Background: an optimization exercise with open tools, aiming at small area. Do not read the settings as production practice.
RTL that was checked went through simulation tests only; none was proved equivalent to the original.
The clock port is modelled as an ideal driver, which makes a skipped or thinned clock tree look cheaper than it is; a real chip needs a root buffer or a tree.
No activity file was given, so power comes from the tool's default toggle rates.

## riscv8bit
module riscv8bit(
	output wire [7:0] data_from_ram,
	output wire mem_read_from_idandex,
	output wire mem_write_from_idandex,
	output wire [7:0] alu_result_from_idandex,
	output wire [7:0] write_data_to_memory,
	input wire [7:0] ram_data,
	output wire [7:0] pc_increment_address,
	input wire [15:0] instruction_input,
	input wire rst,
	input wire rst_registerfile,
	input wire clk
);
assign data_from_ram = ram_data;
reg [7:0] pc;
always @(posedge clk)
	pc <= rst ? 8'd0 : pc + 8'd1;
assign pc_increment_address = pc;
reg [7:0] s1_res_n, s1_a_n;  reg [2:0] s1_rd;  reg s1_we, s1_m;
reg [7:0] s2_res_n, s2_a_n;  reg [2:0] s2_rd;  reg s2_we, s2_m;
reg       s2_v;
reg [7:0] s3_res, s3_a;  reg [2:0] s3_rd;  reg s3_we, s3_m;
wire s3_mr = s3_we & s3_m;
wire s3_mw = ~s3_we & s3_m;
reg [63:0] rf;
wire [7:0] wdata = s3_m ? ram_data : s3_res;
wire       wen   = s3_we & ~rst;
genvar gi;
generate
	for (gi = 0; gi < 8; gi = gi + 1) begin : g_rf
		wire sel  = wen & (s3_rd == gi);
		wire hold = ~sel & ~rst_registerfile;
		always @(posedge clk)
			rf[gi*8 +: 8] <= ({8{sel}} & wdata) | ({8{hold}} & rf[gi*8 +: 8]);
	end
endgenerate
wire [4:0] op = {instruction_input[15:14] & {2{~rst}}, instruction_input[13:11]};
wire [2:0] ra = instruction_input[10:8] & {3{~rst}};
wire [2:0] rb = instruction_input[7:5];
wire [7:0] k  = instruction_input[7:0];
wire [7:0] sa, sb;
genvar gs;
generate
	for (gs = 0; gs < 8; gs = gs + 1) begin : g_sel
		assign sa[gs] = (ra == gs) & ~rst_registerfile;
		assign sb[gs] = (rb == gs) & ~rst_registerfile & op[4];
	end
endgenerate
wire [7:0] a, b;
rf_sel_a u_sel_a(.rf(rf), .s(sa), .y(a));
rf_sel u_sel_b(.rf(rf), .s(sb), .ks(~op[4]), .k(k), .y(b));
wire is_i  = ~op[4] &  op[3];
wire is_r2 =  op[4] & ~op[3];
wire is_r1 =  op[4] &  op[3];
wire is_ir = is_i | is_r2;
wire f_arith = is_ir & (op[2:1] == 2'b00);
wire f_and   = is_ir & (op[2:0] == 3'b010);
wire f_or    = is_ir & (op[2:0] == 3'b011);
wire f_xor   = is_r2 & (op[2:0] == 3'b110);
wire f_b     = is_i  & op[2] & ~(op[1] & op[0]);
wire f_not   = is_r1 & (op[2:0] == 3'b100);
wire f_shl   = is_r1 & (op[2:0] == 3'b101);
wire f_shr   = is_r1 & (op[2:0] == 3'b110);
wire sub     = f_arith & op[0];
  ...
For scale: about 550 cells after synthesis, about 61 I/O pins, roughly 5000 um2 of cells after synthesis.
==> module riscv8bit, before the edit <==
module riscv8bit(
	output wire [7:0] data_from_ram,
	output wire mem_read_from_idandex,
	output wire mem_write_from_idandex,
	output wire [7:0] alu_result_from_idandex,
	output wire [7:0] write_data_to_memory,
	input wire [7:0] ram_data,
	output wire [7:0] pc_increment_address,
	input wire [15:0] instruction_input,
	input wire rst,
	input wire rst_registerfile,
	input wire clk
);
assign data_from_ram = ram_data;
reg [7:0] pc;
always @(posedge clk)
	pc <= rst ? 8'd0 : pc + 8'd1;
assign pc_increment_address = pc;
reg [7:0] s1_res_n, s1_a_n;  reg [2:0] s1_rd;  reg s1_we, s1_m;
reg [7:0] s2_res_n, s2_a_n;  reg [2:0] s2_rd;  reg s2_we, s2_m;
reg       s2_v;
reg [7:0] s3_res, s3_a;  reg [2:0] s3_rd;  reg s3_we, s3_m;
wire s3_mr = s3_we & s3_m;
wire s3_mw = ~s3_we & s3_m;
reg [63:0] rf;
wire [7:0] wdata = s3_m ? ram_data : s3_res;
wire       wen   = s3_we & ~rst;
genvar gi;
generate
	for (gi = 0; gi < 8; gi = gi + 1) begin : g_rf
		wire sel  = wen & (s3_rd == gi);
		wire hold = ~sel & ~rst_registerfile;
		always @(posedge clk)
			rf[gi*8 +: 8] <= ({8{sel}} & wdata) | ({8{hold}} & rf[gi*8 +: 8]);
	end
endgenerate
wire [4:0] op = {instruction_input[15:14] & {2{~rst}}, instruction_input[13:11]};
wire [2:0] ra = instruction_input[10:8] & {3{~rst}};
wire [2:0] rb = instruction_input[7:5];
wire [7:0] k  = instruction_input[7:0];
wire [7:0] sa, sb;
genvar gs;
generate
	for (gs = 0; gs < 8; gs = gs + 1) begin : g_sel
		assign sa[gs] = (ra == gs) & ~rst_registerfile;
		assign sb[gs] = (rb == gs) & ~rst_registerfile & op[4];
	end
endgenerate
wire [7:0] a, b;
rf_sel_a u_sel_a(.rf(rf), .s(sa), .y(a));
rf_sel u_sel_b(.rf(rf), .s(sb), .ks(~op[4]), .k(k), .y(b));
wire is_i  = ~op[4] &  op[3];
wire is_r2 =  op[4] & ~op[3];
wire is_r1 =  op[4] &  op[3];
wire is_ir = is_i | is_r2;
wire f_arith = is_ir & (op[2:1] == 2'b00);
wire f_and   = is_ir & (op[2:0] == 3'b010);
wire f_or    = is_ir & (op[2:0] == 3'b011);
wire f_xor   = is_r2 & (op[2:0] == 3'b110);
wire f_b     = is_i  & op[2] & ~(op[1] & op[0]);
wire f_not   = is_r1 & (op[2:0] == 3'b100);
wire f_shl   = is_r1 & (op[2:0] == 3'b101);
wire f_shr   = is_r1 & (op[2:0] == 3'b110);
wire sub     = f_arith & op[0];
wire l0 = sub | f_not;                         
wire l1 = (f_arith & ~sub) | f_or | f_xor | f_b | f_not;  
wire l2 = (f_arith & ~sub) | f_or | f_xor;     
wire l3 = sub | f_and | f_or | f_b;            
wire [8:0] c;
wire [7:0] p;
assign c[0] = sub;
genvar gk;
generate
	for (gk = 0; gk < 8; gk = gk + 1) begin : g_alu
		assign p[gk]   = a[gk] ? (b[gk] ? l3 : l2) : (b[gk] ? l1 : l0);
		assign c[gk+1] = p[gk] ? c[gk] : (a[gk] & f_arith);
	end
endgenerate
wire [7:0] res = (p ^ c[7:0])
               | ({8{f_shl}} & {a[6:0], 1'b0})
               | ({8{f_shr}} & {1'b0, a[7:1]});
wire c_m  = is_i & op[2] & (op[1] ^ op[0]);    
wire c_we = (op[4] | op[3]) & ~(is_i & (op[2:0] == 3'b110));
always @(posedge clk) begin
	s1_res_n <= ~res;  s1_a_n <= ~a;  s1_rd <= ra;
	s1_we  <= c_we; s1_m <= c_m;
	s2_res_n <= s1_res_n; s2_a_n <= s1_a_n; s2_rd <= s1_rd;
	s2_we  <= s1_we;  s2_m <= s1_m;
	s2_v   <= ~rst;
	s3_rd  <= s2_rd;
	if (rst | ~s2_v) begin
		s3_res <= 8'd0; s3_a <= 8'd0;
		s3_we  <= 1'b0; s3_m <= 1'b0;
	end else begin
		s3_res <= ~s2_res_n; s3_a <= ~s2_a_n;
		s3_we  <= s2_we;  s3_m <= s2_m;
	end
end
assign alu_result_from_idandex = s3_res;
assign mem_read_from_idandex   = s3_mr;
assign mem_write_from_idandex  = s3_mw;
assign write_data_to_memory    = s3_a;
endmodule
==> flow/config.mk <==
export PLATFORM = sky130hd
export DESIGN_NAME = riscv8bit
export DESIGN_NICKNAME = riscv8bit
export VERILOG_FILES = /design/flow/design.v
export SDC_FILE = /design/flow/constraint.sdc
export NUM_CORES = 4
export LEC_CHECK = 0
export ABC_AREA = 1
export CAP_MARGIN = 20
export CORE_MARGIN = 2
export CORE_UTILIZATION = 65
export GPL_TIMING_DRIVEN = 0
export SLEW_MARGIN = 20
export SYNTH_HIERARCHICAL = 1
export SYNTH_MINIMUM_KEEP_SIZE = 0
==> flow/constraint.sdc <==
create_clock -name core_clock -period 5.0 [get_ports {clk}]
set_input_delay 1.0000 -clock core_clock [delete_from_list [all_inputs] [get_ports {clk}]]
set_output_delay 1.0000 -clock core_clock [all_outputs]
set_load 0.01 [all_outputs]
standard.sh (not shown) runs the stock make flow with config.mk's settings and CLKGATE_MAP_FILE= SYNTH_SCRIPT=/design/flow/synth_recipe.tcl, a recipe that flattens the netlist after the stock synthesis.
==> flow/flow/run.sh <==
#!/bin/bash
# Own layout flow: the standard ORFS flow with these changes.
#  2. Port buffers are the smallest buffer (buf_1) instead of the default.
#  4. Buffers that synthesis put on pass-through wires are removed at
#     floorplan (REMOVE_ABC_BUFFERS); port buffering adds the port buffers.
# Every tool's full output goes to orfs/logs (ORFS's own per-step logs) and
# to make.log / def.log in this folder.
set -euo pipefail
W=$(pwd)
F=$W/flow

{
  echo 'proc abc {args} {'
  echo '  set i [lsearch $args -script]'
  echo "  if {\$i >= 0} { lset args [expr {\$i+1}] $F/area.abc }"
  echo '  yosys abc {*}$args'
  echo '}'
  cat "$W/synth_recipe.tcl"
} > "$W/own_synth.tcl"

export ADDER_MAP_FILE=
export REMOVE_ABC_BUFFERS=1
export BUFFER_PORTS_ARGS="-buffer_cell sky130_fd_sc_hd__buf_1"
export PRE_CTS_TCL="$F/pre_cts.tcl"
export MY_CLKLEAVES=8 MY_CLKROOTS=1
export MY_CLKBUF=sky130_fd_sc_hd__clkbuf_8 MY_CLKROOTBUF=sky130_fd_sc_hd__clkbuf_8
export POST_CTS_TCL="$F/post_cts.tcl"
export CTS_ARGS="-sink_clustering_enable -repair_clock_nets -dont_use_dummy_load -buf_list {sky130_fd_sc_hd__clkbuf_4}"

make -C "$FLOW_HOME" DESIGN_CONFIG="$W/config.mk" WORK_HOME="$W/orfs" CLKGATE_MAP_FILE= \
  SYNTH_SCRIPT="$W/own_synth.tcl" finish > "$W/make.log" 2>&1

R=$W/orfs/results/sky130hd/riscv8bit/base
: # left out here: write the final layout as DEF
Other scripts of this flow, unchanged in this note and not shown: flow/flow/area.abc, flow/flow/post_cts.tcl, flow/flow/pre_cts.tcl
Change:
--- a/flow/design.v
+++ b/flow/design.v
@@ -15,11 +15,11 @@
 assign data_from_ram = ram_data;
 reg [7:0] pc;
 always @(posedge clk)
 	pc <= rst ? 8'd0 : pc + 8'd1;
 assign pc_increment_address = pc;
-reg [7:0] s1_res_n, s1_a_n;  reg [2:0] s1_rd;  reg s1_we, s1_m;
+reg [7:0] s1_p, s1_a_n;  reg s1_c1, s1_ar;  reg [2:0] s1_rd;  reg s1_we, s1_m;
 reg [7:0] s2_res_n, s2_a_n;  reg [2:0] s2_rd;  reg s2_we, s2_m;
 reg       s2_v;
 reg [7:0] s3_res, s3_a;  reg [2:0] s3_rd;  reg s3_we, s3_m;
 wire s3_mr = s3_we & s3_m;
 wire s3_mw = ~s3_we & s3_m;
@@ -65,29 +65,36 @@
 wire sub     = f_arith & op[0];
 wire l0 = sub | f_not;                         
 wire l1 = (f_arith & ~sub) | f_or | f_xor | f_b | f_not;  
 wire l2 = (f_arith & ~sub) | f_or | f_xor;     
 wire l3 = sub | f_and | f_or | f_b;            
-wire [8:0] c;
 wire [7:0] p;
-assign c[0] = sub;
 genvar gk;
 generate
 	for (gk = 0; gk < 8; gk = gk + 1) begin : g_alu
-		assign p[gk]   = a[gk] ? (b[gk] ? l3 : l2) : (b[gk] ? l1 : l0);
-		assign c[gk+1] = p[gk] ? c[gk] : (a[gk] & f_arith);
+		assign p[gk] = a[gk] ? (b[gk] ? l3 : l2) : (b[gk] ? l1 : l0);
 	end
 endgenerate
-wire [7:0] res = (p ^ c[7:0])
-               | ({8{f_shl}} & {a[6:0], 1'b0})
-               | ({8{f_shr}} & {1'b0, a[7:1]});
+wire [7:0] pp = p | ({8{f_shl}} & {a[6:0], 1'b0})
+                  | ({8{f_shr}} & {1'b0, a[7:1]});
+wire       c1 = p[0] ? sub : (a[0] & f_arith);
+wire [7:0] s1_a = ~s1_a_n;
+wire [8:1] c;
+assign c[1] = s1_c1;
+generate
+	for (gk = 1; gk < 8; gk = gk + 1) begin : g_carry
+		assign c[gk+1] = s1_p[gk] ? c[gk] : (s1_a[gk] & s1_ar);
+	end
+endgenerate
+wire [7:0] res = {s1_p[7:1] ^ c[7:1], s1_p[0]};
 wire c_m  = is_i & op[2] & (op[1] ^ op[0]);    
 wire c_we = (op[4] | op[3]) & ~(is_i & (op[2:0] == 3'b110));
 always @(posedge clk) begin
-	s1_res_n <= ~res;  s1_a_n <= ~a;  s1_rd <= ra;
+	s1_p <= {pp[7:1], pp[0] ^ sub};  s1_c1 <= c1;  s1_ar <= f_arith;
+	s1_a_n <= ~a;  s1_rd <= ra;
 	s1_we  <= c_we; s1_m <= c_m;
-	s2_res_n <= s1_res_n; s2_a_n <= s1_a_n; s2_rd <= s1_rd;
+	s2_res_n <= ~res; s2_a_n <= s1_a_n; s2_rd <= s1_rd;
 	s2_we  <= s1_we;  s2_m <= s1_m;
 	s2_v   <= ~rst;
 	s3_rd  <= s2_rd;
 	if (rst | ~s2_v) begin
 		s3_res <= 8'd0; s3_a <= 8'd0;
Effect: Total power went down by 0.74%; via count went down by 2.3%; cell area decreases by 1.0%; sequential share of layout area is higher by 1.2 points; routed wire length drops by 1.5%; sequential power is about the same; utilization came out lower by 1.1 points; worst setup slack improves by 430 ps; global-route usage came out lower by 1.1 points; critical path depth went down by 13.
For the first run of this note, only the layout was checked, not whether the RTL still works. In every run of this note, the design's own scripts or RTL, not TritonCTS, make the clock network.

-- re-timing with driven ports --
Ports are ideal in the flow. The routed layouts listed here were re-timed in OpenROAD. Step 1 (the two cells are an assumption about what drives the block):
set clk [get_ports {clk}]
set_driving_cell -lib_cell sky130_fd_sc_hd__clkbuf_16 $clk
set_driving_cell -lib_cell sky130_fd_sc_hd__buf_2 [delete_from_list [all_inputs] $clk]
Step 2, shift: input delay + t, output delay - t, t = (earliest + latest rising clock arrival at the registers) / 2. This alone moves slack from input paths to output paths. a / b / c = no drivers / after step 1 / after step 2; a / b = the first two.
| run | t, ns | setup slack, ns | worst setup path after step 2 |
|---|---|---|---|
| the first run | 0.425 | 0.345 / 0.358 / -0.068 | input to register |
| the second run | 0.414 | 0.779 / 0.795 / 0.381 | input to register |
With both steps, setup timing fails in the first run, where it was met with ideal ports. The setup slack of the first run, which loses most, moves by +0.013 ns with the drivers and by -0.413 ns with both steps.
